This design comes from an exercise in tuning for small area on the open sky130 flow, not from production work. The RTL was checked by simulation tests, not by an equivalence proof against the original design. No activity file was given, so power comes from the tool's default toggle rates.

==> flow/design.v (outline; a module is shown in full before it is edited, if it fits) <==
// module mcd212: 1176 lines
// module clut_hold_word: 13 lines
// module clut_hold: 9 lines
// module clut_aoi3: 6 lines
// module clut_aoi2: 6 lines
// module clut_nand4: 6 lines
// module clut_nand3: 6 lines
// module clut_nor4: 6 lines
// module clut_nor3: 6 lines
// module clut_rd128: 23 lines
module mcd212 (
    input clk,
    input reset,
    input [22:1] cpu_address,
    input [15:0] cpu_din,
    output bit [15:0] cpu_dout,
    input cpu_uds,
    input cpu_lds,
    input cpu_write_strobe,
    output bit cpu_bus_ack,
    input cs,
    output     [7:0] r,
    output     [7:0] g,
    output     [7:0] b,
    output           hsync,
    output           vsync,
    output bit       hblank,
    output           vblank,
    output bit [24:0] sdram_addr,
    output bit        sdram_rd,
    output bit        sdram_wr,
    output bit        sdram_word,
    output bit [15:0] sdram_din,
    input      [15:0] sdram_dout,
    input             sdram_busy,
    output bit        sdram_burst,
    output bit        sdram_refresh,
    input             sdram_burstdata_valid,
    output irq
);
  // ...
==> flow/run.sh <==
#!/bin/bash
# synth_recipe.tcl (not shown) runs the flow's synth.tcl, then flattens the netlist and writes it again
# the make line also repeats each setting of config.mk as NAME=value (left out here)
make -C /OpenROAD-flow-scripts/flow DESIGN_CONFIG=/design/flow/config.mk WORK_HOME=/design/flow/orfs CLKGATE_MAP_FILE= SYNTH_SCRIPT=/design/flow/synth_recipe.tcl finish
==> flow/config.mk <==
export PLATFORM = sky130hd
export DESIGN_NAME = mcd212
export DESIGN_NICKNAME = mcd212
export VERILOG_FILES = /design/flow/design.v
export SDC_FILE = /design/flow/constraint.sdc
export NUM_CORES = 4
export LEC_CHECK = 0
export CAP_MARGIN = 10
export CORE_MARGIN = 2
export CORE_UTILIZATION = 65
export CTS_BUF_LIST = sky130_fd_sc_hd__clkbuf_8 sky130_fd_sc_hd__clkbuf_16
export CTS_CLUSTER_DIAMETER = 80
export CTS_CLUSTER_SIZE = 25
export GPL_TIMING_DRIVEN = 0
export PLACE_DENSITY = 0.75
export SLEW_MARGIN = 10
export SYNTH_HIERARCHICAL = 1
export SYNTH_MEMORY_MAX_BITS = 8192
export SYNTH_MINIMUM_KEEP_SIZE = 0
==> flow/constraint.sdc <==
create_clock -name core_clock -period 15.0 [get_ports {clk}]
set_input_delay 3.0000 -clock core_clock [delete_from_list [all_inputs] [get_ports {clk}]]
set_output_delay 3.0000 -clock core_clock [all_outputs]
set_load 0.01 [all_outputs]
==> metrics.md, run 1 <==
| Metric | Value |
|---|---|
| CP peak stage delay | `0.75 ns` |
| Most common cell after layout, fill and taps aside | `dfxtp_1` |
| Maxcap violations | `5` |
| Met1 WL | `between 200 and 250 mm` |
| CP top delay family | `adder cells` |
| Status | `finished with violations` |
| Post-Layout Cell Count | `20123` |
| Worst-path cell chain | `nand3_1 > xor2_1 > clkbuf_1 > nor2b_1 > fa_1 > inv_1 > fa_1 > fa_1 > inv_1 > ha_1 > a21oi_1 > o31ai_1 > a211oi_1 > o21bai_1 > a21oi_1 > xor2_1 > a22o_1 > o21ai_0 > clkdlybuf4s50_1` |
| Vias per cell | `7.307` |
| Design internal power | `18750 uW` |
| Flops & latches, synth | `5737` |
| P_clk | `between 8000 and 9000 uW` |
| Post-synth top cells | `dfxtp_1, a22o_1, a222oi_1` |
| Drt drc | `0` |
| #MultiIn Comb | `9014` |
| Sequential Power Share | `64.7%` |
| Violated checks | `max-capacitance violations, max-slew violations` |
| Pwr/cell area | `111.7 nW/um2` |
| # resized after CTS | `0` |
| Max Slew Vio Count | `32` |
| Clk tree area frac | `3.531%` |
| Inserted Diodes | `7` |
| Top cell category | `flip-flops and latches` |
| Setup crit end kind | `output port` |
| Busiest grt layer | `met2` |
| Multi-input combinational cell area | `74880 um2` |
| H-tree Lvls | `5` |
| Inverters, non-clock | `404` |
| Non-clock buffers | `690` |
| Fin util | `71.50%` |
| Leading area contributor after synthesis | `dfxtp_1` |
| Tapcells | `3939` |
==> module clut_rd128, before the edit <==
module clut_rd128 (
    input [127:0] sel,
    input [127:0] d,
    output y
);
    wire [42:0] l1;
    wire [10:0] l2;
    wire [2:0] l3;
    for (genvar i = 0; i < 42; i++) begin : g1
        clut_aoi3 u (
            .s0(sel[3*i]), .d0(d[3*i]), .s1(sel[3*i+1]), .d1(d[3*i+1]),
            .s2(sel[3*i+2]), .d2(d[3*i+2]), .y(l1[i]));
    end
    clut_aoi2 u42 (.s0(sel[126]), .d0(d[126]), .s1(sel[127]), .d1(d[127]), .y(l1[42]));
    for (genvar i = 0; i < 10; i++) begin : g2
        clut_nand4 u (.a(l1[4*i]), .b(l1[4*i+1]), .c(l1[4*i+2]), .d(l1[4*i+3]), .y(l2[i]));
    end
    clut_nand3 u10 (.a(l1[40]), .b(l1[41]), .c(l1[42]), .y(l2[10]));
    clut_nor4 u20 (.a(l2[0]), .b(l2[1]), .c(l2[2]), .d(l2[3]), .y(l3[0]));
    clut_nor4 u21 (.a(l2[4]), .b(l2[5]), .c(l2[6]), .d(l2[7]), .y(l3[1]));
    clut_nor3 u22 (.a(l2[8]), .b(l2[9]), .c(l2[10]), .y(l3[2]));
    clut_nand3 u30 (.a(l3[0]), .b(l3[1]), .c(l3[2]), .y(y));
endmodule
==> run 2: changes to the inputs <==
--- a/flow/design.v
+++ b/flow/design.v
@@ -375,20 +375,17 @@
         ica0_irq <= 0;
         ica0_strobe <= 0;
         ica0_execute <= 0;
         if (ica0_reset) begin
             ica0_pointer <= 22'h400;
             ica0_as <= 0;
             ica0_state <= C0_IDLE;
             ica0_ended <= 0;
-            dca0_burst_cnt <= 0;
             dca0_active <= 0;
-            ica0_ft1 <= 0;
-            ica0_instruction <= 0;
         end else begin
             case (ica0_state)
                 C0_IDLE: begin
                     if (!ica0_ended) begin
                         ica0_state <= C0_ICA_READ0;
                         ica0_adr <= ica0_pointer;
                         ica0_pointer <= ica0_pointer + 4;
                         ica0_as <= 1;
@@ -574,18 +571,28 @@
         end
     end
     wire [7:0] file0_mem_we;
     for (genvar k = 0; k < 8; k++) begin : g_file0_mem
         assign file0_mem_we[k] = !file0_fifo_clear && file0_din_valid && file0_write_index == 3'(k);
         clut_hold_word #(16) u_hold (.en(file0_mem_we[k]), .d(sdram_dout), .q(file0_mem[k]), .y(file0_mem_nxt[k]));
     end
     always_ff @(posedge clk) file0_mem <= file0_mem_nxt;
-    wire [15:0] file0_word = file0_mem[file0_read_index_q];
-    assign file0_out_pixel = file0_lower_byte ? file0_word[7:0] : file0_word[15:8];
+    bit [15:0] file0_bsel;
+    always_comb begin
+        for (int k = 0; k < 16; k++) file0_bsel[k] = {file0_read_index_q, file0_lower_byte} == 4'(k);
+    end
+    for (genvar j = 0; j < 8; j++) begin : g_file0_rd
+        wire [15:0] d;
+        for (genvar k = 0; k < 8; k++) begin : w
+            assign d[2*k] = file0_mem[k][8+j];
+            assign d[2*k+1] = file0_mem[k][j];
+        end
+        clut_rd16 u_rd (.sel(file0_bsel), .d(d), .y(file0_out_pixel[j]));
+    end
     wire rle0_reset = vt_vblank || reset || ica0_reload_vsr;
     wire rle0_passthrough = !ft0;
     bit rle0_out_write;
     bit [7:0] rle0_out_pixel;
     bit [1:0] rle0_state;   
     bit [7:0] rle0_counter;
     bit [6:0] rle0_stored_pixel;
     bit [10:0] rle0_pixelcounter;
@@ -689,20 +696,17 @@
         ica1_irq <= 0;
         ica1_strobe <= 0;
         ica1_execute <= 0;
         if (ica1_reset) begin
             ica1_pointer <= 22'h400;
             ica1_as <= 0;
             ica1_state <= C1_IDLE;
             ica1_ended <= 0;
-            dca1_burst_cnt <= 0;
             dca1_active <= 0;
-            ica1_ft1 <= 0;
-            ica1_instruction <= 0;
         end else begin
             case (ica1_state)
                 C1_IDLE: begin
                     if (!ica1_ended) begin
                         ica1_state <= C1_ICA_READ0;
                         ica1_adr <= ica1_pointer;
                         ica1_pointer <= ica1_pointer + 4;
                         ica1_as <= 1;
@@ -888,18 +892,28 @@
         end
     end
     wire [7:0] file1_mem_we;
     for (genvar k = 0; k < 8; k++) begin : g_file1_mem
         assign file1_mem_we[k] = !file1_fifo_clear && file1_din_valid && file1_write_index == 3'(k);
         clut_hold_word #(16) u_hold (.en(file1_mem_we[k]), .d(sdram_dout), .q(file1_mem[k]), .y(file1_mem_nxt[k]));
     end
     always_ff @(posedge clk) file1_mem <= file1_mem_nxt;
-    wire [15:0] file1_word = file1_mem[file1_read_index_q];
-    assign file1_out_pixel = file1_lower_byte ? file1_word[7:0] : file1_word[15:8];
+    bit [15:0] file1_bsel;
+    always_comb begin
+        for (int k = 0; k < 16; k++) file1_bsel[k] = {file1_read_index_q, file1_lower_byte} == 4'(k);
+    end
+    for (genvar j = 0; j < 8; j++) begin : g_file1_rd
+        wire [15:0] d;
+        for (genvar k = 0; k < 8; k++) begin : w
+            assign d[2*k] = file1_mem[k][8+j];
+            assign d[2*k+1] = file1_mem[k][j];
+        end
+        clut_rd16 u_rd (.sel(file1_bsel), .d(d), .y(file1_out_pixel[j]));
+    end
     wire rle1_reset = vt_vblank || reset || ica1_reload_vsr;
     wire rle1_passthrough = !ft1;
     bit rle1_out_write;
     bit [7:0] rle1_out_pixel;
     bit [1:0] rle1_state;   
     bit [7:0] rle1_counter;
     bit [6:0] rle1_stored_pixel;
     bit [10:0] rle1_pixelcounter;
@@ -1044,69 +1058,63 @@
                 end
             endcase
         end
     end
     always_ff @(posedge clk) begin
         if (reset) clut_bank1 <= 0;
         else if (ch1_register_write && ch1_register_adr == 7'h43) clut_bank1 <= ch1_register_data[1:0];
     end
-    bit [15:0][15:0] cursor;
-    wire [15:0][15:0] cursor_nxt;
-    for (genvar k = 0; k < 16; k++) begin : g_cursor
-        clut_hold_word #(16) u_hold (
-            .en(!reset && ch0_register_write && ch0_register_adr == 7'h4f && ch0_register_data[19:16] == 4'(k)),
-            .d(ch0_register_data[15:0]), .q(cursor[k]), .y(cursor_nxt[k]));
-    end
-    always_ff @(posedge clk) cursor <= cursor_nxt;
     bit [9:0] active_line;
     bit [9:0] active_pixel;
     bit [15:0] active_cursor_line;
     bit cursor_pixel;
     bit inside_cursor_window;
     always_ff @(posedge clk) begin
         if (hblank) active_pixel <= 1;
         else if (new_pixel_hires) active_pixel <= active_pixel + 1;
         if (vt_vblank) active_line <= -1;
         else if (new_line) active_line <= active_line + 1;
-        active_cursor_line <= cursor[4'(active_line - cursor_y)];
+        active_cursor_line <= cursor_line;
         if (cursor_cuw) begin
             inside_cursor_window <= (active_line >= cursor_y) && (active_line < cursor_y + 16) &&
                                     (active_pixel > cursor_x) && (active_pixel <= cursor_x + 16);
             cursor_pixel <= active_cursor_line[4'(cursor_x - active_pixel)];
         end else begin
             inside_cursor_window <= (active_line >= cursor_y) && (active_line < cursor_y + 16) &&
                                     (active_pixel > cursor_x) && (active_pixel <= cursor_x + 32);
             cursor_pixel <= active_cursor_line[4'((cursor_x - active_pixel) >> 1)];
         end
     end
     wire clut_we0 = ch0_register_adr <= 7'h3f && ch0_register_write;
     wire clut_we1 = ch1_register_adr <= 7'h3f && ch1_register_write;
     wire clut_we = clut_we0 || clut_we1;
     wire [7:0] clut_wa = clut_we0 ? {clut_bank0, ch0_register_adr[5:0]} : {clut_bank1, ch1_register_adr[5:0]};
     wire [17:0] clut_wd = clut_we0 ? ch0_color : ch1_color;
-    bit clut_ph;
-    always_ff @(posedge clk) clut_ph <= !clut_ph;
+    bit [1:0] clut_cnt;
+    always_ff @(posedge clk) clut_cnt <= clut_cnt + 1;
+    wire clut_ph = clut_cnt[0];
     wire clut_now = clut_we && (clut_wa[0] != clut_ph);
     bit clut_pend;
     bit [7:0] clut_pend_a;
     bit [17:0] clut_pend_d;
     always_ff @(posedge clk) begin
         clut_pend <= clut_we && !clut_now;
         clut_pend_a <= clut_wa;
         clut_pend_d <= clut_wd;
     end
     wire clut_cv = clut_now || clut_pend;
     wire [6:0] clut_cm = clut_pend ? clut_pend_a[7:1] : clut_wa[7:1];
     wire [17:0] clut_cd = clut_pend ? clut_pend_d : clut_wd;
+    wire [17:0] clut_cd_n = ~(clut_cd ^ {18{clut_cnt[1] ^ clut_cnt[0]}});
     bit [127:0][17:0] clut_head;
     bit [127:0][17:0] clut_tail;
     wire [127:0][17:0] clut_head_nxt;
     for (genvar k = 0; k < 128; k++) begin : g_clut
-        clut_hold_word #(18) u_hold (.en(clut_cv && clut_cm == 7'(k)), .d(clut_cd), .q(clut_tail[k]), .y(clut_head_nxt[k]));
+        clut_load_word_n #(18) u_load (.en(clut_cv && clut_cm == 7'(k)), .d(clut_cd_n), .q(clut_tail[k]), .y(clut_head_nxt[k]));
     end
     always_ff @(posedge clk) begin
         clut_head <= clut_head_nxt;
         clut_tail <= clut_head;
     end
     wire [6:0] clut_ra0 = {synchronized_pixel0[6:1], synchronized_pixel0[0] ^ clut_ph};
     wire [6:0] clut_ra1 = {synchronized_pixel1[6:1], synchronized_pixel1[0] ^ clut_ph};
     bit [127:0] clut_sel0, clut_sel1;
@@ -1123,38 +1131,85 @@
             assign d0[2*k] = clut_head[k][j];
             assign d0[2*k+1] = clut_tail[k][j];
             assign d1[2*k] = clut_head[64+k][j];
             assign d1[2*k+1] = clut_tail[64+k][j];
         end
         clut_rd128 u_rd0 (.sel(clut_sel0), .d(d0), .y(clut_ring0[j]));
         clut_rd128 u_rd1 (.sel(clut_sel1), .d(d1), .y(clut_ring1[j]));
     end
-    wire [17:0] clut_rd0 = clut_pend && clut_pend_a == {1'b0, synchronized_pixel0} ? clut_pend_d : clut_ring0;
-    wire [17:0] clut_rd1 = clut_pend && clut_pend_a == {1'b1, synchronized_pixel1} ? clut_pend_d : clut_ring1;
+    wire clut_pol0 = clut_cnt[1] ^ (synchronized_pixel0[0] && !clut_cnt[0]);
+    wire clut_pol1 = clut_cnt[1] ^ (synchronized_pixel1[0] && !clut_cnt[0]);
+    wire [17:0] clut_rd0 = clut_pend && clut_pend_a == {1'b0, synchronized_pixel0} ? clut_pend_d : clut_ring0 ^ {18{clut_pol0}};
+    wire [17:0] clut_rd1 = clut_pend && clut_pend_a == {1'b1, synchronized_pixel1} ? clut_pend_d : clut_ring1 ^ {18{clut_pol1}};
+    wire cur_we = !reset && ch0_register_write && ch0_register_adr == 7'h4f;
+    wire [3:0] cur_wa = ch0_register_data[19:16];
+    wire [15:0] cur_wd = ch0_register_data[15:0];
+    wire cur_now = cur_we && (cur_wa[0] != clut_ph);
+    bit cur_pend;
+    bit [3:0] cur_pend_a;
+    bit [15:0] cur_pend_d;
+    always_ff @(posedge clk) begin
+        cur_pend <= cur_we && !cur_now;
+        cur_pend_a <= cur_wa;
+        cur_pend_d <= cur_wd;
+    end
+    wire cur_cv = cur_now || cur_pend;
+    wire [2:0] cur_cm = cur_pend ? cur_pend_a[3:1] : cur_wa[3:1];
+    wire [15:0] cur_cd = cur_pend ? cur_pend_d : cur_wd;
+    wire [15:0] cur_cd_n = ~(cur_cd ^ {16{clut_cnt[1] ^ clut_cnt[0]}});
+    bit [7:0][15:0] cursor_head;
+    bit [7:0][15:0] cursor_tail;
+    wire [7:0][15:0] cursor_head_nxt;
+    for (genvar k = 0; k < 8; k++) begin : g_cursor
+        clut_load_word_n #(16) u_load (.en(cur_cv && cur_cm == 3'(k)), .d(cur_cd_n), .q(cursor_tail[k]), .y(cursor_head_nxt[k]));
+    end
+    always_ff @(posedge clk) begin
+        cursor_head <= cursor_head_nxt;
+        cursor_tail <= cursor_head;
+    end
+    wire [3:0] cur_row = 4'(active_line - cursor_y);
+    wire [3:0] cur_ra = {cur_row[3:1], cur_row[0] ^ clut_ph};
+    bit [15:0] cur_sel;
+    always_comb begin
+        for (int k = 0; k < 16; k++) cur_sel[k] = cur_ra == 4'(k);
+    end
+    wire [15:0] cur_raw;
+    for (genvar j = 0; j < 16; j++) begin : g_cur_rd
+        wire [15:0] d;
+        for (genvar k = 0; k < 8; k++) begin : w
+            assign d[2*k] = cursor_head[k][j];
+            assign d[2*k+1] = cursor_tail[k][j];
+        end
+        clut_rd16 u_rd (.sel(cur_sel), .d(d), .y(cur_raw[j]));
+    end
+    wire cur_pol = clut_cnt[1] ^ (cur_row[0] && !clut_cnt[0]);
+    wire [15:0] cursor_line = cur_pend && cur_pend_a == cur_row ? cur_pend_d : cur_raw ^ {16{cur_pol}};
     bit [17:0] clut_out0;
     bit [17:0] clut_out1;
     always_ff @(posedge clk) begin
         clut_out0 <= clut_we0 ? ch0_color : clut_rd0;
         clut_out1 <= clut_we1 ? ch1_color : clut_rd1;
     end
     bit [23:0] plane_a;
     bit [23:0] plane_b;
     bit [23:0] vidout;
     assign {r, g, b} = vidout;
     bit plane_a_visible;
     bit plane_b_visible;
+    wire [17:0] clut_out0_n = ~clut_out0;
+    wire [17:0] clut_out1_n = ~clut_out1;
+    wire [5:0] weight_a_n = ~weight_a;
+    wire [5:0] weight_b_n = ~weight_b;
+    for (genvar k = 0; k < 3; k++) begin : g_weigh
+        clut_wmul u_a (.x(clut_out0[6*k+5:6*k]), .xn(clut_out0_n[6*k+5:6*k]), .wn(weight_a_n), .y(plane_a[8*k+7:8*k]));
+        clut_wmul u_b (.x(clut_out1[6*k+5:6*k]), .xn(clut_out1_n[6*k+5:6*k]), .wn(weight_b_n), .y(plane_b[8*k+7:8*k]));
+    end
     always_comb begin
-        plane_a[23:16] = 8'((12'(clut_out0[17:12]) * (12'(weight_a) + 12'd1)) >> 4);
-        plane_a[15:8] = 8'((12'(clut_out0[11:6]) * (12'(weight_a) + 12'd1)) >> 4);
-        plane_a[7:0] = 8'((12'(clut_out0[5:0]) * (12'(weight_a) + 12'd1)) >> 4);
         plane_a_visible = (clut_out0 != trans_color_plane_a) && ic0 && plane_a_en;
-        plane_b[23:16] = 8'((12'(clut_out1[17:12]) * (12'(weight_b) + 12'd1)) >> 4);
-        plane_b[15:8] = 8'((12'(clut_out1[11:6]) * (12'(weight_b) + 12'd1)) >> 4);
-        plane_b[7:0] = 8'((12'(clut_out1[5:0]) * (12'(weight_b) + 12'd1)) >> 4);
         plane_b_visible = (clut_out1 != trans_color_plane_b) && ic1 && plane_b_en;
     end
     always_comb begin
         vidout = {{8{backdrop[2]}}, {8{backdrop[1]}}, {8{backdrop[0]}}};
         if (!backdrop[3]) begin
             vidout[23] = 0;
             vidout[15] = 0;
             vidout[7] = 0;
@@ -1184,76 +1239,217 @@
     input [W-1:0] q,
     output [W-1:0] y
 );
     wire en_n = !en;
     for (genvar j = 0; j < W; j++) begin : g
         clut_hold u (.en(en), .en_n(en_n), .d(d[j]), .q(q[j]), .y(y[j]));
     end
 endmodule
+module clut_load_word_n #(
+    parameter int W = 18
+) (
+    input en,
+    input [W-1:0] d,
+    input [W-1:0] q,
+    output [W-1:0] y
+);
+    wire en_n = !en;
+    for (genvar j = 0; j < W; j++) begin : g
+        clut_oai22 u (.en(en), .en_n(en_n), .d(d[j]), .q(q[j]), .y(y[j]));
+    end
+endmodule
 module clut_hold (
     input en,
     input en_n,
     input d,
     input q,
     output y
 );
     assign y = (en && d) || (en_n && q);
 endmodule
 module clut_aoi3 (
     input s0, d0, s1, d1, s2, d2,
     output y
 );
     assign y = !((s0 && d0) || (s1 && d1) || (s2 && d2));
 endmodule
-module clut_aoi2 (
-    input s0, d0, s1, d1,
+module clut_oai22 (
+    input en, en_n, d, q,
+    output y
+);
+    assign y = !((q || en) && (d || en_n));
+endmodule
+module clut_fa (
+    input a, b, c,
+    output s, co
+);
+    assign {co, s} = 2'(a) + 2'(b) + 2'(c);
+endmodule
+module clut_ha (
+    input a, b,
+    output s, co
+);
+    assign {co, s} = 2'(a) + 2'(b);
+endmodule
+module clut_nor2 (
+    input a, b,
+    output y
+);
+    assign y = !(a || b);
+endmodule
+module clut_nand2 (
+    input a, b,
     output y
 );
-    assign y = !((s0 && d0) || (s1 && d1));
+    assign y = !(a && b);
 endmodule
 module clut_nand4 (
     input a, b, c, d,
     output y
 );
     assign y = !(a && b && c && d);
 endmodule
 module clut_nand3 (
     input a, b, c,
     output y
 );
     assign y = !(a && b && c);
 endmodule
-module clut_nor4 (
+module clut_or4 (
     input a, b, c, d,
     output y
 );
-    assign y = !(a || b || c || d);
+    assign y = a || b || c || d;
 endmodule
-module clut_nor3 (
+module clut_or3 (
     input a, b, c,
     output y
 );
-    assign y = !(a || b || c);
+    assign y = a || b || c;
+endmodule
+module clut_rd16 (
+    input [15:0] sel,
+    input [15:0] d,
+    output y
+);
+    wire [5:0] l1;
+    wire [1:0] l2;
+    for (genvar i = 0; i < 5; i++) begin : g1
+        clut_aoi3 u (
+            .s0(sel[3*i]), .d0(d[3*i]), .s1(sel[3*i+1]), .d1(d[3*i+1]),
+            .s2(sel[3*i+2]), .d2(d[3*i+2]), .y(l1[i]));
+    end
+    clut_nand2 u5 (.a(sel[15]), .b(d[15]), .y(l1[5]));
+    clut_nand4 u20 (.a(l1[0]), .b(l1[1]), .c(l1[2]), .d(l1[3]), .y(l2[0]));
+    clut_nand2 u21 (.a(l1[4]), .b(l1[5]), .y(l2[1]));
+    clut_or2 u30 (.a(l2[0]), .b(l2[1]), .y(y));
+endmodule
+module clut_or2 (
+    input a, b,
+    output y
+);
+    assign y = a || b;
 endmodule
 module clut_rd128 (
     input [127:0] sel,
     input [127:0] d,
     output y
 );
-    wire [42:0] l1;
+    wire [43:0] l1;
     wire [10:0] l2;
     wire [2:0] l3;
     for (genvar i = 0; i < 42; i++) begin : g1
         clut_aoi3 u (
             .s0(sel[3*i]), .d0(d[3*i]), .s1(sel[3*i+1]), .d1(d[3*i+1]),
             .s2(sel[3*i+2]), .d2(d[3*i+2]), .y(l1[i]));
     end
-    clut_aoi2 u42 (.s0(sel[126]), .d0(d[126]), .s1(sel[127]), .d1(d[127]), .y(l1[42]));
-    for (genvar i = 0; i < 10; i++) begin : g2
+    clut_nand2 u42 (.a(sel[126]), .b(d[126]), .y(l1[42]));
+    clut_nand2 u43 (.a(sel[127]), .b(d[127]), .y(l1[43]));
+    for (genvar i = 0; i < 11; i++) begin : g2
         clut_nand4 u (.a(l1[4*i]), .b(l1[4*i+1]), .c(l1[4*i+2]), .d(l1[4*i+3]), .y(l2[i]));
     end
-    clut_nand3 u10 (.a(l1[40]), .b(l1[41]), .c(l1[42]), .y(l2[10]));
-    clut_nor4 u20 (.a(l2[0]), .b(l2[1]), .c(l2[2]), .d(l2[3]), .y(l3[0]));
-    clut_nor4 u21 (.a(l2[4]), .b(l2[5]), .c(l2[6]), .d(l2[7]), .y(l3[1]));
-    clut_nor3 u22 (.a(l2[8]), .b(l2[9]), .c(l2[10]), .y(l3[2]));
-    clut_nand3 u30 (.a(l3[0]), .b(l3[1]), .c(l3[2]), .y(y));
+    clut_or4 u20 (.a(l2[0]), .b(l2[1]), .c(l2[2]), .d(l2[3]), .y(l3[0]));
+    clut_or4 u21 (.a(l2[4]), .b(l2[5]), .c(l2[6]), .d(l2[7]), .y(l3[1]));
+    clut_or3 u22 (.a(l2[8]), .b(l2[9]), .c(l2[10]), .y(l3[2]));
+    clut_or3 u30 (.a(l3[0]), .b(l3[1]), .c(l3[2]), .y(y));
+endmodule
+module clut_wmul (
+    input [5:0] x,
+    input [5:0] xn,
+    input [5:0] wn,
+    output [7:0] y
+);
+    wire p1, p2, p3, p4, p5, p6, p7, p8, p9, p10, p11, p12, p13, p14, p15, p16, p17, p18, p19, p20, p21, p22, p23, p24, p25, p26, p27, p28, p29, p30, p31, p32, p33, p34, p35, p36, s37, c38, s39, c40, s41, c42, s43, c44, s45, c46, s47, c48, s49, c50, s51, c52, s53, c54, s55, c56, s57, c58, s59, c60, s61, c62, s63, c64, s65, c66, s67, c68, s69, c70, s71, c72, s73, c74, s75, c76, s77, c78, s79, c80, s81, c82, s83, c84, s85, c86, s87, c88, s89, c90, s91, c92, s93, c94, s95, c96, s97, c98, s99, c100, s101, c102, s103, c104, s105, c106, s107, c108;
+    clut_nor2 u_p1 (.a(xn[0]), .b(wn[0]), .y(p1));
+    clut_nor2 u_p2 (.a(xn[0]), .b(wn[1]), .y(p2));
+    clut_nor2 u_p3 (.a(xn[0]), .b(wn[2]), .y(p3));
+    clut_nor2 u_p4 (.a(xn[0]), .b(wn[3]), .y(p4));
+    clut_nor2 u_p5 (.a(xn[0]), .b(wn[4]), .y(p5));
+    clut_nor2 u_p6 (.a(xn[0]), .b(wn[5]), .y(p6));
+    clut_nor2 u_p7 (.a(xn[1]), .b(wn[0]), .y(p7));
+    clut_nor2 u_p8 (.a(xn[1]), .b(wn[1]), .y(p8));
+    clut_nor2 u_p9 (.a(xn[1]), .b(wn[2]), .y(p9));
+    clut_nor2 u_p10 (.a(xn[1]), .b(wn[3]), .y(p10));
+    clut_nor2 u_p11 (.a(xn[1]), .b(wn[4]), .y(p11));
+    clut_nor2 u_p12 (.a(xn[1]), .b(wn[5]), .y(p12));
+    clut_nor2 u_p13 (.a(xn[2]), .b(wn[0]), .y(p13));
+    clut_nor2 u_p14 (.a(xn[2]), .b(wn[1]), .y(p14));
+    clut_nor2 u_p15 (.a(xn[2]), .b(wn[2]), .y(p15));
+    clut_nor2 u_p16 (.a(xn[2]), .b(wn[3]), .y(p16));
+    clut_nor2 u_p17 (.a(xn[2]), .b(wn[4]), .y(p17));
+    clut_nor2 u_p18 (.a(xn[2]), .b(wn[5]), .y(p18));
+    clut_nor2 u_p19 (.a(xn[3]), .b(wn[0]), .y(p19));
+    clut_nor2 u_p20 (.a(xn[3]), .b(wn[1]), .y(p20));
+    clut_nor2 u_p21 (.a(xn[3]), .b(wn[2]), .y(p21));
+    clut_nor2 u_p22 (.a(xn[3]), .b(wn[3]), .y(p22));
+    clut_nor2 u_p23 (.a(xn[3]), .b(wn[4]), .y(p23));
+    clut_nor2 u_p24 (.a(xn[3]), .b(wn[5]), .y(p24));
+    clut_nor2 u_p25 (.a(xn[4]), .b(wn[0]), .y(p25));
+    clut_nor2 u_p26 (.a(xn[4]), .b(wn[1]), .y(p26));
+    clut_nor2 u_p27 (.a(xn[4]), .b(wn[2]), .y(p27));
+    clut_nor2 u_p28 (.a(xn[4]), .b(wn[3]), .y(p28));
+    clut_nor2 u_p29 (.a(xn[4]), .b(wn[4]), .y(p29));
+    clut_nor2 u_p30 (.a(xn[4]), .b(wn[5]), .y(p30));
+    clut_nor2 u_p31 (.a(xn[5]), .b(wn[0]), .y(p31));
+    clut_nor2 u_p32 (.a(xn[5]), .b(wn[1]), .y(p32));
+    clut_nor2 u_p33 (.a(xn[5]), .b(wn[2]), .y(p33));
+    clut_nor2 u_p34 (.a(xn[5]), .b(wn[3]), .y(p34));
+    clut_nor2 u_p35 (.a(xn[5]), .b(wn[4]), .y(p35));
+    clut_nor2 u_p36 (.a(xn[5]), .b(wn[5]), .y(p36));
+    clut_ha u_s37 (.a(p6), .b(p11), .s(s37), .co(c38));
+    clut_ha u_s39 (.a(p4), .b(p9), .s(s39), .co(c40));
+    clut_fa u_s41 (.a(p5), .b(p10), .c(p15), .s(s41), .co(c42));
+    clut_ha u_s43 (.a(p20), .b(p25), .s(s43), .co(c44));
+    clut_fa u_s45 (.a(s37), .b(p16), .c(p21), .s(s45), .co(c46));
+    clut_fa u_s47 (.a(p26), .b(p31), .c(x[5]), .s(s47), .co(c48));
+    clut_fa u_s49 (.a(p12), .b(p17), .c(p22), .s(s49), .co(c50));
+    clut_fa u_s51 (.a(p27), .b(p32), .c(c38), .s(s51), .co(c52));
+    clut_fa u_s53 (.a(p18), .b(p23), .c(p28), .s(s53), .co(c54));
+    clut_ha u_s55 (.a(p3), .b(p8), .s(s55), .co(c56));
+    clut_fa u_s57 (.a(s39), .b(p14), .c(p19), .s(s57), .co(c58));
+    clut_fa u_s59 (.a(s41), .b(s43), .c(x[4]), .s(s59), .co(c60));
+    clut_fa u_s61 (.a(s45), .b(s47), .c(c42), .s(s61), .co(c62));
+    clut_fa u_s63 (.a(s49), .b(s51), .c(c46), .s(s63), .co(c64));
+    clut_fa u_s65 (.a(s53), .b(p33), .c(c50), .s(s65), .co(c66));
+    clut_fa u_s67 (.a(p24), .b(p29), .c(p34), .s(s67), .co(c68));
+    clut_ha u_s69 (.a(p2), .b(p7), .s(s69), .co(c70));
+    clut_fa u_s71 (.a(s55), .b(p13), .c(x[2]), .s(s71), .co(c72));
+    clut_fa u_s73 (.a(s57), .b(x[3]), .c(c56), .s(s73), .co(c74));
+    clut_fa u_s75 (.a(s59), .b(c40), .c(c58), .s(s75), .co(c76));
+    clut_fa u_s77 (.a(s61), .b(c44), .c(c60), .s(s77), .co(c78));
+    clut_fa u_s79 (.a(s63), .b(c48), .c(c62), .s(s79), .co(c80));
+    clut_fa u_s81 (.a(s65), .b(c52), .c(c64), .s(s81), .co(c82));
+    clut_fa u_s83 (.a(s67), .b(c54), .c(c66), .s(s83), .co(c84));
+    clut_fa u_s85 (.a(p30), .b(p35), .c(c68), .s(s85), .co(c86));
+    clut_ha u_s87 (.a(p1), .b(x[0]), .s(s87), .co(c88));
+    clut_fa u_s89 (.a(s69), .b(x[1]), .c(c88), .s(s89), .co(c90));
+    clut_fa u_s91 (.a(s71), .b(c70), .c(c90), .s(s91), .co(c92));
+    clut_fa u_s93 (.a(s73), .b(c72), .c(c92), .s(s93), .co(c94));
+    clut_fa u_s95 (.a(s75), .b(c74), .c(c94), .s(s95), .co(c96));
+    clut_fa u_s97 (.a(s77), .b(c76), .c(c96), .s(s97), .co(c98));
+    clut_fa u_s99 (.a(s79), .b(c78), .c(c98), .s(s99), .co(c100));
+    clut_fa u_s101 (.a(s81), .b(c80), .c(c100), .s(s101), .co(c102));
+    clut_fa u_s103 (.a(s83), .b(c82), .c(c102), .s(s103), .co(c104));
+    clut_fa u_s105 (.a(s85), .b(c84), .c(c104), .s(s105), .co(c106));
+    clut_fa u_s107 (.a(p36), .b(c86), .c(c106), .s(s107), .co(c108));
+    assign y = {c108, s107, s105, s103, s101, s99, s97, s95};
 endmodule
==> flow/config.mk (replaced) <==
export PLATFORM = sky130hd
export DESIGN_NAME = mcd212
export DESIGN_NICKNAME = mcd212
export VERILOG_FILES = /design/flow/design.v
export SDC_FILE = /design/flow/constraint.sdc
export NUM_CORES = 4
export LEC_CHECK = 0
export CAP_MARGIN = 20
export CORE_MARGIN = 2
export CORE_UTILIZATION = 65
export CTS_BUF_LIST = sky130_fd_sc_hd__clkbuf_8 sky130_fd_sc_hd__clkbuf_16
export CTS_CLUSTER_DIAMETER = 80
export CTS_CLUSTER_SIZE = 25
export GPL_TIMING_DRIVEN = 0
export PLACE_DENSITY = 0.75
export SLEW_MARGIN = 20
export SYNTH_HIERARCHICAL = 1
export SYNTH_MEMORY_MAX_BITS = 8192
export SYNTH_MINIMUM_KEEP_SIZE = 0
==> run 2 against run 1 <==
Sequential power hardly changed. Area after synthesis is 4.4% lower. Sequential cell count is 22 higher. The run now finishes clean.
==> metrics.md, run 2 <==
| Metric | Value |
|---|---|
| Status | `no timing/DRC/antenna violations (was finished with violations)` |
| Clock Path Buffers | `4 (unchanged)` |
| Final setup fails | `0 (unchanged)` |
| Pin count of the biggest net entering global routing | `48 (was 77)` |
| Initial core utilization | `65.35% (was 65.19%)` |
| Multi-input combinational cell area | `65500 um2 (was 74880 um2)` |
| Worst hold path type | `register to register (unchanged)` |
| Worst slack, placed | `4.579 ns (was 5.419 ns)` |
| Clock Latency Late Sink | `0.96 ns (was 0.98 ns)` |
| Core Box Area | `282300 um2 (was 296000 um2)` |
| Wirelength per Cell | `30.73 um (was 30.84 um)` |
| CP top delay family | `adder cells (unchanged)` |
| Nets | `16570 (was 16517)` |
| Maxcap violations | `0 (was 5)` |
| CP peak stage delay | `0.74 ns (was 0.75 ns)` |
| Vias in the first global route | `139066 (was 139744)` |
| Largest cells by area after synthesis | `dfxtp_1, a222oi_1, o22ai_1 (was dfxtp_1, a22o_1, a222oi_1)` |
| Hpwl dp | `419.0 mm (was 400.1 mm)` |
| Max Slew Vio Count | `0 (was 32)` |
| Initial antenna violation count | `33 (was 18)` |
| Clock sinks | `5759 (was 5737)` |
| Synth-to-Final Area Change | `11.82% (was 9.689%)` |
| Cell Area, Synth | `184500 um2 (was 193000 um2)` |
| Die Area | `288100 um2 (was 301300 um2)` |
| Post-synthesis mux area share | `1.076% (was 3.135%)` |
| Routed Antenna Nets | `0 (unchanged)` |
| Post-synth EDFFs | `246 (was 174)` |
| Dpl cells | `19641 (was 19783)` |
| Drt pass-1 iters | `13 (unchanged)` |
| Distinct cells, synth | `93 (was 92)` |
| Top Registers | `clut_head: 2304 flops, clut_tail: 2304 flops (was clut_head: 2304 flops, clut_tail: 2304 flops, cursor: 256 flops)` |
| Setup WS post-layout | `3.554 ns (was 4.229 ns)` |
| Reg clk slew, reported paths | `0.10 ns (about the same)` |
| Root Buffer | `clkbuf_16 (unchanged)` |
| Total gr overflow | `0 (unchanged)` |
| Worst-path cell chain | `inv_1 > nor2_1 > ha_1 > fa_1 > fa_1 > fa_1 > fa_1 > fa_1 > fa_1 > fa_1 > fa_1 > fa_1 > fa_1 > buf_4 > o21ai_0 > o21ai_0 > clkdlybuf4s50_1 (was nand3_1 > xor2_1 > clkbuf_1 > nor2b_1 > fa_1 > inv_1 > fa_1 > fa_1 > inv_1 > ha_1 > a21oi_1 > o31ai_1 > a211oi_1 > o21bai_1 > a21oi_1 > xor2_1 > a22o_1 > o21ai_0 > clkdlybuf4s50_1)` |
| Vert. Die Dim | `536.7 um (was 548.9 um)` |
| 1st-iter DRT viols | `25989 (was 24970)` |
| Pwr/cell area | `115.5 nW/um2 (was 111.7 nW/um2)` |
| Count leader, synth | `dfxtp_1 (unchanged)` |
| Slew HR | `14.21% (was -4.004%)` |
| Final WL | `614.7 mm (was 620.6 mm)` |
| TNS Setup | `0 ns (unchanged)` |
| Most frequent cells in the layout | `dfxtp_1, o22ai_1, a222oi_1 (was dfxtp_1, a22o_1, a222oi_1)` |
| Synthesized area per cell | `11.97 um2 (was 12.47 um2)` |
| GRT Overall Usage | `40.92% (was 39.71%)` |
| Arrival time worst endpoint | `8.45 ns (was 7.77 ns)` |
| Main combinational cell family by area after synthesis | `compound AO/OA/AOI/OAI gates (unchanged)` |
| Compound-cell area share of the yosys netlist | `21.43% (was 23.64%)` |
| VDD IR max | `0.1237 mV (was 0.1095 mV)` |
| Tcrit/Tclk final | `76.30% (was 71.81%)` |
| Most numerous cell on the critical path | `fa_1 (unchanged)` |
| Vias | `148258 (was 147030)` |
| First-pass GRT wire length | `902.7 mm (was 914.3 mm)` |
| Share of flip-flops with an asynchronous set or reset | `0% (unchanged)` |
| Setup CP Type | `register to output port (unchanged)` |
| Final Hold Viols | `0 (unchanged)` |
| Maximum clock frequency | `87.37 MHz (was 92.84 MHz)` |
| I/O Buffers | `140 (unchanged)` |
| Top-area cell type share of the netlist area | `59.83% (was 57.71%)` |
| Fillers | `19714 (was 21009)` |
| Gpl congestion | `1.001 (was 0.9815)` |
| Worst setup SP type | `register (unchanged)` |
| Worst endpoint required time | `12.00 ns (about the same)` |
| Post-synth top cells | `dfxtp_1, o22ai_1, a222oi_1 (was dfxtp_1, a22o_1, a222oi_1)` |
| # resized after CTS | `0 (unchanged)` |
| Flops & latches, synth | `5759 (was 5737)` |
| Seq/Total Area, Yosys | `63.83% (was 60.42%)` |
| CP max stage cell | `o21ai_0 (was xor2_1)` |
| Peak fanout along the critical path | `18 (was 10)` |
| Simple-Gate Fraction of Synth Area | `7.536% (was 7.315%)` |
| I/O pin count | `154 (unchanged)` |
| RSZ-0062 raised after global routing | `no (unchanged)` |
| Leading area contributor after synthesis | `dfxtp_1 (unchanged)` |
| Drt drc | `0 (unchanged)` |
| Synth warnings | `7 (unchanged)` |
| H-tree Lvls | `5 (unchanged)` |
| Cts bufs inserted | `275 (was 272)` |
| CTS tree | `done (unchanged)` |
| Main flop type after synthesis | `dfxtp_1 (unchanged)` |
| Vias per cell | `7.411 (was 7.307)` |
| Leakage | `0.07692 uW (was 0.07764 uW)` |
| Seq. cell area | `117800 um2 (was 116600 um2)` |
| Hold buffers post-CTS | `0 (unchanged)` |
| Most common cell after layout, fill and taps aside | `dfxtp_1 (unchanged)` |
| Adder-cell share of the synthesized area | `2.987% (was 2.661%)` |
| Setup bufs post-CTS | `0 (unchanged)` |
| Share of layout cells above drive strength 1 | `8.290% (was 8.877%)` |
| # rows | `195 (was 200)` |
| Die width | `536.7 um (was 548.9 um)` |
| Clock Skew | `0.06084 ns (was 0.06386 ns)` |
| Period minus WS final | `11.45 ns (was 10.77 ns)` |
| Slew @ Worst Pin | `1.284 ns (was 1.560 ns)` |
| WP buf/inv | `3 (was 4)` |
| Synth Area in XOR/XNOR | `1.600% (was 1.343%)` |
| Post-Layout Cell Count | `20006 (was 20123)` |
| Setup crit end kind | `output port (unchanged)` |
| Post-synthesis instance total | `15415 (was 15480)` |
## run 2: cell count changes in the layout (fill, tap and decap cells not counted), moves of 69 or more
cell      delta
nor2_1     +182
a22o_1    -2567
buf_16     +109
nor4_2      -70
inv_1       -88
mux4_2     -154
edfxtp_1    +72
nand2_1    +122
o22ai_1   +2440
a222oi_1   +164
nor2b_1    -110
and2_1      -83
nand3_1     -69
## run 2: worst reg2reg max path, delay by kind of cell, from the launching register on
kind / cells / cell delay [ns]
and+or+nand+nor: 7 / 3.48
xor gates and xnor gates: 1 / 0.21
AOI/OAI and AO/OA: 3 / 0.95
buffers and inverters: 2 / 0.56
adders and majority gates: 1 / 0.67
DFF: 1 / 0.33
## run 2: metrics by stage
stage | hold slack [ns] | utilization (%) | total power [uW] | instance area [um2]
after floorplan | 0.3298 | - | 15770 | 184500
after global placement | 0.3302 | 67.50 | 15840 | 190600
after detailed placement | 0.3346 | 70.32 | 15850 | 198500
after CTS | 0.3133 | 73.02 | 23820 | 206100
after global routing | 0.3267 | 73.05 | 24340 | 206200
final | 0.3223 | 73.07 | 23820 | 206300
## run 2: cell type report
type | count | share of cell area [%]
Sequential cell | 5759 | 57.09
Timing Repair Buffer | 484 | 3.786
Antenna cell | 27 | 0.03276
Clock inverter | 50 | 0.2457
Multi-Input combinational cell | 8988 | 31.75
Inverter | 316 | 0.5750
Clock buffer | 285 | 3.447
Tap cell | 3743 | 2.270
Buffer | 354 | 0.8037
## run 2: report_power, final
part / switching (uW) / internal, uW / total (uW)
combinational: 74.9 / 45.1 / 120
sequential: 3.65 / 15400 / 15400
clock: 4850 / 3470 / 8320
## run 2: metal layers
metal / wire (um) / share of wire, % / global-route usage, %
met4: 41200 / 6.7 / 23.28
met1: 234400 / 38 / 56.17
met5: 156 / 0.025 / 0
met3: 82450 / 13 / 10.55
met2: 256500 / 42 / 58.84
## run 2: Yosys stat by module (local to each module, per instance), a selection
module,area (um2),cells,times used,flip-flops and latches
clut_or2,6.256,1,32,0
clut_wmul,60.06,8,6,0
clut_hold,8.758,1,256,0
clut_or4,7.507,1,72,0
clut_or3,6.256,1,72,0
clut_nor2,3.754,1,216,0
clut_nand4,6.256,1,428,0
clut_aoi3,10.01,1,1672,0
clut_oai22,6.256,1,2432,0
clut_nand2,3.754,1,136,0
## run 2: worst paths after layout
path	startpoint	to	slack (ns)	depth (start not counted)
min reg2reg	clut_head[1798]	clut_tail[1798]	0.32	0
min	clut_head[1798]	clut_tail[1798]	0.32	0
max	weight_a[3]	g[6]	3.55	17
max reg2reg	clut_cnt[0]	clut_out1[5]	8.72	14
## run 2: kinds of logic after synthesis
logic type / after synthesis
AO/OA/AOI/OAI: 5214
adder cells (fa/ha/maj): 330
XOR/XNOR: 337
buffers and inverters: 670
flip-flops: 5759
AND/OR/NAND/NOR: 2916
other: 1
multiplexers: 188
==> run 3: changes to the inputs <==
==> flow/flow/run.sh (new file) <==
#!/bin/bash
# Layout: the standard flow (standard.sh, all of synthesis to the final
# layout), with two changes made through ORFS's own variables:
#  - the input and output ports get the smallest buffer cell, buf_1;
#  - the resizer's first repair pass (after global placement) does not use
#    buffers larger than buf_6 (see pre_resize.tcl).
# The full output of the flow goes to standard.log in the work folder; ORFS's
# per-step logs are under orfs/logs/.
set -euo pipefail
work=$(pwd)
flowdir=$(cd "$(dirname "${BASH_SOURCE[0]}")" && pwd)
export BUFFER_PORTS_ARGS="-buffer_cell sky130_fd_sc_hd__buf_1"
export PRE_RESIZE_TCL="$flowdir/pre_resize.tcl"
bash "$work/standard.sh" > "$work/standard.log" 2>&1
==> flow/flow/pre_resize.tcl (new file) <==
# Sourced before the resizer's first repair pass (ORFS hook PRE_RESIZE_TCL):
# repair long and high-fanout nets with buffers of at most x6 drive, rather
# than the x8 to x16 buffers it otherwise picks for them.
set_dont_use {sky130_fd_sc_hd__buf_8 sky130_fd_sc_hd__buf_12 sky130_fd_sc_hd__buf_16}
==> flow/standard.sh (new file) <==
#!/bin/bash
# synth_recipe.tcl (not shown) runs the flow's synth.tcl, then flattens the netlist and writes it again
# the make line also repeats each setting of config.mk as NAME=value (left out here)
make -C /OpenROAD-flow-scripts/flow DESIGN_CONFIG=/design/flow/config.mk WORK_HOME=/design/flow/orfs CLKGATE_MAP_FILE= SYNTH_SCRIPT=/design/flow/synth_recipe.tcl "${@:-finish}"
removed: flow/run.sh
==> run 3 against run 2 <==
Now fails the layout checks on antenna violations. Worst hold slack got worse by 0.023 ns. Worst setup slack improved by 0.46 ns. Sequential cell count did not move. Cell area fell by 1.9%. Clock-buffer cell count rose by 4. Non-clock buffer count fell by 47. Routed wire length fell by 0.84%. Register-to-register slack got worse by 0.15 ns. Area after synthesis did not move. Global-route usage fell by 0.41 points. Clock power barely moved. First-iteration DRC count rose by 2.3%. Critical endpoint is now r[6].
==> metrics.md, run 3 <==
| Metric | Value |
|---|---|
| Clock sinks | `5759 (unchanged)` |
| Status | `finished with violations (was no timing/DRC/antenna violations)` |
| Slew HR | `10.40% (was 14.21%)` |
| Die Area | `288100 um2 (unchanged)` |
| Drt drc | `0 (unchanged)` |
| Post-synth EDFFs | `246 (unchanged)` |
| Final WL | `609.5 mm (was 614.7 mm)` |
| Reg clk slew, reported paths | `0.10 ns (about the same)` |
| WP buf/inv | `3 (unchanged)` |
| Maximum clock frequency | `91.04 MHz (was 87.37 MHz)` |
| Core Box Area | `282300 um2 (unchanged)` |
| Vert. Die Dim | `536.7 um (unchanged)` |
| Most frequent cells in the layout | `dfxtp_1, o22ai_1, a222oi_1 (unchanged)` |
| I/O Buffers | `140 (unchanged)` |
| Initial antenna violation count | `41 (was 33)` |
| Vias per cell | `7.371 (was 7.411)` |
| CTS tree | `done (unchanged)` |
| Seq/Total Area, Yosys | `63.83% (unchanged)` |
| Synth-to-Final Area Change | `9.674% (was 11.82%)` |
| Clock Latency Late Sink | `0.99 ns (was 0.96 ns)` |
| Tcrit/Tclk final | `73.22% (was 76.30%)` |
| Leading area contributor after synthesis | `dfxtp_1 (unchanged)` |
| Top Registers | `clut_head: 2304 flops, clut_tail: 2304 flops (unchanged)` |
| Root Buffer | `clkbuf_16 (unchanged)` |
| Switching Share | `20.61% (was 20.69%)` |
| Clk pwr share | `35.0% (was 34.9%)` |
| Distinct cells, synth | `93 (unchanged)` |
| 1st-iter DRT viols | `26582 (was 25989)` |
| RSZ-0062 raised after global routing | `no (unchanged)` |
| Setup crit end kind | `output port (unchanged)` |
| Synthesized area per cell | `11.97 um2 (unchanged)` |
| Worst setup SP type | `register (unchanged)` |
| Count leader, synth | `dfxtp_1 (unchanged)` |
| Seq. cell area | `117800 um2 (unchanged)` |
| Multi-input combinational cell area | `65490 um2 (was 65500 um2)` |
| H-tree Lvls | `5 (unchanged)` |
| Clock Path Buffers | `4 (unchanged)` |
| Routed Antenna Nets | `1 (was 0)` |
| Flops & latches, synth | `5759 (unchanged)` |
| Cell Area, Synth | `184500 um2 (unchanged)` |
| Period minus WS final | `10.98 ns (was 11.45 ns)` |
| Most numerous cell on the critical path | `fa_1 (unchanged)` |
| Logic pwr share | `0.4% (was 0.5%)` |
| Final Hold Viols | `0 (unchanged)` |
| Peak fanout along the critical path | `18 (unchanged)` |
| Total gr overflow | `0 (unchanged)` |
| # rows | `195 (unchanged)` |
| Die width | `536.7 um (unchanged)` |
| Nets | `16522 (was 16570)` |
| Hold buffers post-CTS | `0 (unchanged)` |
| TNS Setup | `0 ns (unchanged)` |
| Post-synthesis instance total | `15415 (unchanged)` |
| Top-area cell type share of the netlist area | `59.83% (unchanged)` |
| Hpwl dp | `411.4 mm (was 419.0 mm)` |
| I/O pin count | `154 (unchanged)` |
| Vias | `147051 (was 148258)` |
| Wirelength per Cell | `30.55 um (was 30.73 um)` |
| Clock Skew | `0.09420 ns (was 0.06084 ns)` |
| Drt pass-1 iters | `13 (unchanged)` |
| Share of layout cells above drive strength 1 | `7.999% (was 8.290%)` |
| GRT Overall Usage | `40.51% (was 40.92%)` |
| Slew @ Worst Pin | `1.341 ns (was 1.284 ns)` |
| Worst endpoint required time | `12.00 ns (about the same)` |
| Post-synth top cells | `dfxtp_1, o22ai_1, a222oi_1 (unchanged)` |
| Share of flip-flops with an asynchronous set or reset | `0% (unchanged)` |
| Violated checks | `antenna violations` |
| CP peak stage delay | `0.74 ns (about the same)` |
| Worst hold path type | `register to register (unchanged)` |
| Vias in the first global route | `137203 (was 139066)` |
| Max Slew Vio Count | `0 (unchanged)` |
| Arrival time worst endpoint | `7.98 ns (was 8.45 ns)` |
| Pin count of the biggest net entering global routing | `48 (unchanged)` |
| Design internal power | `18900 uW (was 18890 uW)` |
| Sequential Power Share | `64.6% (about the same)` |
| Final setup fails | `0 (unchanged)` |
| Largest cells by area after synthesis | `dfxtp_1, a222oi_1, o22ai_1 (unchanged)` |
| Leakage | `0.07527 uW (was 0.07692 uW)` |
| VDD IR max | `0.1123 mV (was 0.1237 mV)` |
| Setup CP Type | `register to output port (unchanged)` |
| # resized after CTS | `0 (unchanged)` |
| First-pass GRT wire length | `891.9 mm (was 902.7 mm)` |
| Gpl congestion | `0.9747 (was 1.001)` |
| Most common cell after layout, fill and taps aside | `dfxtp_1 (unchanged)` |
| Fillers | `20392 (was 19714)` |
| Maxcap violations | `0 (unchanged)` |
| Pwr/cell area | `117.7 nW/um2 (was 115.5 nW/um2)` |
| Cts bufs inserted | `274 (was 275)` |
| Synth warnings | `7 (unchanged)` |
| Main flop type after synthesis | `dfxtp_1 (unchanged)` |
| Net switching power figure | `4907 uW (was 4928 uW)` |
| CP top delay family | `adder cells (unchanged)` |
| Initial core utilization | `65.35% (unchanged)` |
| CP max stage cell | `o21ai_1 (was o21ai_0)` |
| Setup bufs post-CTS | `0 (unchanged)` |
| Worst hold margin | `0.2991 ns (was 0.3223 ns)` |
| Worst-path cell chain | `inv_1 > nor2_1 > ha_1 > fa_1 > fa_1 > fa_1 > fa_1 > fa_1 > fa_1 > fa_1 > fa_1 > fa_1 > fa_1 > buf_4 > mux2i_1 > nand2_1 > o21ai_0 > o21ai_1 > buf_1 (was inv_1 > nor2_1 > ha_1 > fa_1 > fa_1 > fa_1 > fa_1 > fa_1 > fa_1 > fa_1 > fa_1 > fa_1 > fa_1 > buf_4 > o21ai_0 > o21ai_0 > clkdlybuf4s50_1)` |
| Total power | `23810 uW (was 23820 uW)` |
==> run 3: cell counts after synthesis <==
Identical to the previous run, type by type.
==> run 3: per-layer routing <==
layer	up-vias	share of wire (%)	global-route usage (%)
li1	63332	-	-
met5	-	0.045	0
met3	1679	13	10.37
met1	72180	38	56.12
met4	36	6.5	21.98
met2	9824	42	58.19
==> run 3: logic make-up after synthesis <==
logic type	synth area share [%]
other cells	0.002033
fa+ha+maj	2.987
xor+xnor	1.600
buf+inv	1.531
mux	1.076
simple gates	7.536
flops	63.83
compound gates	21.43
==> run 3: worst paths after layout <==
| path | slack [ns] | from | cells after the start | endpoint |
|---|---|---|---|---|
| setup / recovery | 4.02 | weight_b[3] | 19 | r[6] |
| hold / removal | 0.30 | clut_head[1785] | 0 | clut_tail[1785] |
| setup reg to reg | 8.57 | clut_cnt[0] | 13 | clut_out0[17] |
| hold reg to reg | 0.30 | clut_head[1785] | 0 | clut_tail[1785] |
==> run 3: worst reg2reg max path: cells and delay by family, from the launching register on <==
kind                       cells  cell delay, ns
buffers and inverters          2            0.46
AOI/OAI and AO/OA              2            0.77
and+or+nand+nor                6            3.82
adders and majority gates      1            0.52
muxes                          1            0.21
DFF                            1            0.32
xor gates and xnor gates       1            0.22
==> run 3: Yosys stat by module, one instance, submodules excluded, excerpt <==
module	flops+latches	copies in the design
clut_or4	0	72
clut_ha	0	36
mcd212	5759	1
clut_nand2	0	136
clut_nand4	0	428
clut_or2	0	32
clut_oai22	0	2432
clut_nor2	0	216
clut_fa	0	180
clut_wmul	0	6
clut_hold	0	256
clut_or3	0	72
clut_aoi3	0	1672
==> run 3: area by class of cell <==
type	instances	area share, %
clock inverters	46	0.2270
clock buffers	289	3.564
flip-flops and latches	5759	58.20
inverters	316	0.5863
multi-input cells	8988	32.37
repair buffers	437	1.893
well taps	3743	2.315
diodes	19	0.02350
plain buffers	354	0.8194
==> run 3: power by group through the flow <==
stage                     Combinational, uW  Sequential (uW)  Clock [uW]
final                                  99.3            15400        8340
after global routing                    103            15400        8870
after CTS                              96.0            15400        8340
after detailed placement               95.4            15700           0
after global placement                 90.3            15700           0
after floorplan                        36.9            15700           0
==> run 3: metrics by stage <==
| stage | setup WS (ns) | cell area [um2] | utilization, % | std cells |
|---|---|---|---|---|
| final | 4.016 | 202300 | 71.67 | 19951 |
| after global routing | 3.836 | 202300 | 71.65 | 19935 |
| after CTS | 4.038 | 202200 | 71.62 | 19930 |
| after detailed placement | 5.053 | 194500 | 68.91 | 19595 |
| after global placement | 0.4554 | 189700 | 67.19 | 19300 |
| after floorplan | 6.133 | 184500 | - | 15417 |
==> run 4: changes to the inputs <==
--- a/flow/config.mk
+++ b/flow/config.mk
@@ -10,7 +10,7 @@
 export CORE_UTILIZATION = 65
 export CTS_BUF_LIST = sky130_fd_sc_hd__clkbuf_8 sky130_fd_sc_hd__clkbuf_16
 export CTS_CLUSTER_DIAMETER = 80
-export CTS_CLUSTER_SIZE = 25
+export CTS_CLUSTER_SIZE = 27
 export GPL_TIMING_DRIVEN = 0
 export PLACE_DENSITY = 0.75
 export SLEW_MARGIN = 20
==> run 4 against run 3 <==
Now clean on timing, DRC and antenna. Routed wire length is 0.15% lower. Register-to-register slack better by 0.05 ns. Global-route usage is 0.12 points lower. Worst hold slack worse by 0.030 ns. Sequential cell count stayed put. Clock-buffer cell count is 37 lower. Cell area is 0.47% lower. Clock power is 6.8% lower. Largest cell class unchanged. Largest power group unchanged.
==> metrics.md, run 4 <==
| Metric | Value |
|---|---|
| Clk pwr share | `33.4% (was 35.0%)` |
| Count leader, synth | `dfxtp_1 (unchanged)` |
| Vias in the first global route | `136761 (was 137203)` |
| CP peak stage delay | `0.82 ns (was 0.74 ns)` |
| Vias | `146876 (was 147051)` |
| Synthesized area per cell | `11.97 um2 (unchanged)` |
| Final setup fails | `0 (unchanged)` |
| Design internal power | `18440 uW (was 18900 uW)` |
| # resized after CTS | `0 (unchanged)` |
| Clock Skew | `0.09691 ns (was 0.09420 ns)` |
| Cell Area, Synth | `184500 um2 (unchanged)` |
| Peak fanout along the critical path | `18 (unchanged)` |
| Worst hold path type | `register to register (unchanged)` |
| Setup bufs post-CTS | `0 (unchanged)` |
| Maxcap violations | `0 (unchanged)` |
| Leading area contributor after synthesis | `dfxtp_1 (unchanged)` |
| Total power | `23250 uW (was 23810 uW)` |
| Leakage | `0.07479 uW (was 0.07527 uW)` |
| RSZ-0062 raised after global routing | `no (unchanged)` |
| Status | `no timing/DRC/antenna violations (was finished with violations)` |
| Final Hold Viols | `0 (unchanged)` |
| Post-Layout Cell Count | `19911 (was 19951)` |
| Setup crit end kind | `output port (unchanged)` |
| Pwr/cell area | `115.5 nW/um2 (was 117.7 nW/um2)` |
| Most numerous cell on the critical path | `fa_1 (unchanged)` |
| Switching Share | `20.69% (was 20.61%)` |
| CTS tree | `done (unchanged)` |
| Largest cells by area after synthesis | `dfxtp_1, a222oi_1, o22ai_1 (unchanged)` |
| Clock Path Buffers | `4 (unchanged)` |
| Maximum clock frequency | `89.98 MHz (was 91.04 MHz)` |
| Most frequent cells in the layout | `dfxtp_1, o22ai_1, a222oi_1 (unchanged)` |
| H-tree Lvls | `4 (was 5)` |
| Logic pwr share | `0.4% (about the same)` |
| Clock Latency Late Sink | `1.03 ns (was 0.99 ns)` |
| Setup CP Type | `register to output port (unchanged)` |
| Routed Antenna Nets | `0 (was 1)` |
| Worst-path cell chain | `inv_1 > nor2_1 > ha_1 > fa_1 > fa_1 > fa_1 > fa_1 > fa_1 > fa_1 > fa_1 > fa_1 > fa_1 > fa_1 > buf_4 > mux2i_1 > nand2_1 > o21ai_0 > o21ai_0 > buf_1 (was inv_1 > nor2_1 > ha_1 > fa_1 > fa_1 > fa_1 > fa_1 > fa_1 > fa_1 > fa_1 > fa_1 > fa_1 > fa_1 > buf_4 > mux2i_1 > nand2_1 > o21ai_0 > o21ai_1 > buf_1)` |
| Slew HR | `9.540% (was 10.40%)` |
| Arrival time worst endpoint | `8.11 ns (was 7.98 ns)` |
| Worst slack, placed | `5.053 ns (unchanged)` |
| Hold buffers post-CTS | `0 (unchanged)` |
| Synth warnings | `7 (unchanged)` |
| Initial antenna violation count | `47 (was 41)` |
| I/O Buffers | `140 (unchanged)` |
| Worst setup SP type | `register (unchanged)` |
| CP max stage cell | `o21ai_0 (was o21ai_1)` |
| Post-synth EDFFs | `246 (unchanged)` |
| Hpwl dp | `411.4 mm (unchanged)` |
| Drt pass-1 iters | `13 (unchanged)` |
| I/O pin count | `154 (unchanged)` |
| VDD IR max | `0.1337 mV (was 0.1123 mV)` |
| Sequential Power Share | `66.1% (was 64.6%)` |
| Fillers | `20506 (was 20392)` |
| Max Slew Vio Count | `0 (unchanged)` |
| Die width | `536.7 um (unchanged)` |
| Synth-to-Final Area Change | `9.155% (was 9.674%)` |
| Main flop type after synthesis | `dfxtp_1 (unchanged)` |
| Period minus WS final | `11.11 ns (was 10.98 ns)` |
| Vias per cell | `7.377 (was 7.371)` |
| Distinct cells, synth | `93 (unchanged)` |
| Cts bufs inserted | `243 (was 274)` |
| Share of layout cells above drive strength 1 | `7.790% (was 7.999%)` |
| Initial core utilization | `65.35% (unchanged)` |
| Seq/Total Area, Yosys | `63.83% (unchanged)` |
| Vert. Die Dim | `536.7 um (unchanged)` |
| Top Registers | `clut_head: 2304 flops, clut_tail: 2304 flops (unchanged)` |
| Post-synthesis instance total | `15415 (unchanged)` |
| TNS Setup | `0 ns (unchanged)` |
| Top-area cell type share of the netlist area | `59.83% (unchanged)` |
| Most common cell after layout, fill and taps aside | `dfxtp_1 (unchanged)` |
| Total gr overflow | `0 (unchanged)` |
| Flops & latches, synth | `5759 (unchanged)` |
| GRT Overall Usage | `40.38% (was 40.51%)` |
| Slew @ Worst Pin | `1.354 ns (was 1.341 ns)` |
| First-pass GRT wire length | `889.3 mm (was 891.9 mm)` |
| Core Box Area | `282300 um2 (unchanged)` |
| Wirelength per Cell | `30.57 um (was 30.55 um)` |
| Pin count of the biggest net entering global routing | `48 (unchanged)` |
| Final WL | `608.6 mm (was 609.5 mm)` |
| # rows | `195 (unchanged)` |
| Tcrit/Tclk final | `74.09% (was 73.22%)` |
| Dpl cells | `19595 (unchanged)` |
| 1st-iter DRT viols | `26220 (was 26582)` |
| Worst endpoint required time | `12.00 ns (about the same)` |
| Reg clk slew, reported paths | `0.10 ns (about the same)` |
| Nets | `16490 (was 16522)` |
| Setup WS post-layout | `3.886 ns (was 4.016 ns)` |
| Drt drc | `0 (unchanged)` |
| Share of flip-flops with an asynchronous set or reset | `0% (unchanged)` |
| Net switching power figure | `4811 uW (was 4907 uW)` |
| Die Area | `288100 um2 (unchanged)` |
| Root Buffer | `clkbuf_16 (unchanged)` |
| Clock sinks | `5759 (unchanged)` |
| Post-synth top cells | `dfxtp_1, o22ai_1, a222oi_1 (unchanged)` |
| Gpl congestion | `0.9747 (unchanged)` |
run 4: cell families after synthesis:
logic type	Yosys count	synth area share, %
buf+inv	670	1.531
flops	5759	63.83
compound gates	5214	21.43
mux	188	1.076
fa+ha+maj	330	2.987
other cells	1	0.002033
xor+xnor	337	1.600
simple gates	2916	7.536
run 4: final cells by class:
| cell class | instances | area (um2) | area share [%] |
|---|---|---|---|
| plain buffers | 354 | 1657 | 0.8227 |
| well taps | 3743 | 4683 | 2.326 |
| flip-flops and latches | 5759 | 117800 | 58.48 |
| diodes | 20 | 50.05 | 0.02486 |
| clock buffers | 252 | 6261 | 3.109 |
| repair buffers | 436 | 3815 | 1.895 |
| clock inverters | 43 | 461.7 | 0.2293 |
| inverters | 316 | 1186 | 0.5891 |
| multi-input cells | 8988 | 65490 | 32.52 |
run 4: critical path, delay by kind of cell, from the launching register on:
| family | cells | cell delay, ns |
|---|---|---|
| AO/OA/AOI/OAI | 2 | 0.90 |
| adder cells (fa/ha/maj) | 11 | 4.74 |
| buffers and inverters | 3 | 0.85 |
| flip-flops | 1 | 0.39 |
| multiplexers | 1 | 0.06 |
| AND/OR/NAND/NOR | 2 | 0.22 |
run 4: path summary, 6_finish.rpt:
kind | depth (start not counted) | slack (ns) | end | start
max | 19 | 3.89 | b[6] | weight_b[3]
min | 0 | 0.27 | clut_tail[1803] | clut_head[1803]
max reg2reg | 13 | 8.62 | clut_out0[17] | clut_cnt[0]
min reg2reg | 0 | 0.27 | clut_tail[1803] | clut_head[1803]
run 4: routing by layer:
layer	share of wire, %	GRT usage, %	vias up
li1	-	-	63247
met1	39	56.22	72188
met2	42	58.31	9862
met3	13	10.26	1555
met4	6.0	20.70	24
met5	0.041	0	-
run 4: power by group through the flow:
stage	registers [uW]	clock network (uW)	logic (uW)
global placement	15700	0	90.3
floorplan	15700	0	36.9
finish	15400	7770	99.6
detailed placement	15700	0	95.4
CTS	15400	7780	95.9
global route	15400	8310	103
run 4: Yosys stat by module (local to each module, per instance), excerpt:
module / flops+latches / area (um2) / copies in the design
mcd212: 5759 / 140100 / 1
clut_wmul: 0 / 60.06 / 6
clut_fa: 0 / 20.02 / 180
clut_ha: 0 / 12.51 / 36
clut_aoi3: 0 / 10.01 / 1672
clut_hold: 0 / 8.758 / 256
clut_or4: 0 / 7.507 / 72
clut_nand4: 0 / 6.256 / 428
clut_oai22: 0 / 6.256 / 2432
clut_or2: 0 / 6.256 / 32
clut_or3: 0 / 6.256 / 72
clut_nand2: 0 / 3.754 / 136
clut_nor2: 0 / 3.754 / 216
run 4: per-stage QoR:
step | util (%) | hold WS (ns) | cell area, um2
final | 71.33 | 0.2694 | 201400
after global routing | 71.31 | 0.2908 | 201300
after global placement | 67.19 | 0.3299 | 189700
after floorplan | - | 0.3298 | 184500
after detailed placement | 68.91 | 0.3345 | 194500
after CTS | 71.29 | 0.2812 | 201200

## what the ideal ports hide
No port has a modelled driver above. Below, the same layouts with a new extraction and two added sets of constraints. Step 1 assumes that a clkbuf_16 drives the clock port and a buf_2 every other input. Step 2 moves the port delays by t, midway between the first and last clock arrival at a register: inputs arrive t later, outputs are due t later. That takes back most of the time a late clock gives input paths. Three values: ideal ports, drivers, drivers and shift; two values: the first two.
run	t, ns	setup WS [ns]	worst setup path at the end	cell pins on the clock port's net
run 1	1.042	4.229 / 4.126 / 5.168	register to output	1
run 2	1.036	3.554 / 3.450 / 4.487	register to output	1
run 3	1.048	4.016 / 3.909 / 4.957	register to output	1
run 4	1.073	3.886 / 3.797 / 4.869	register to output	1
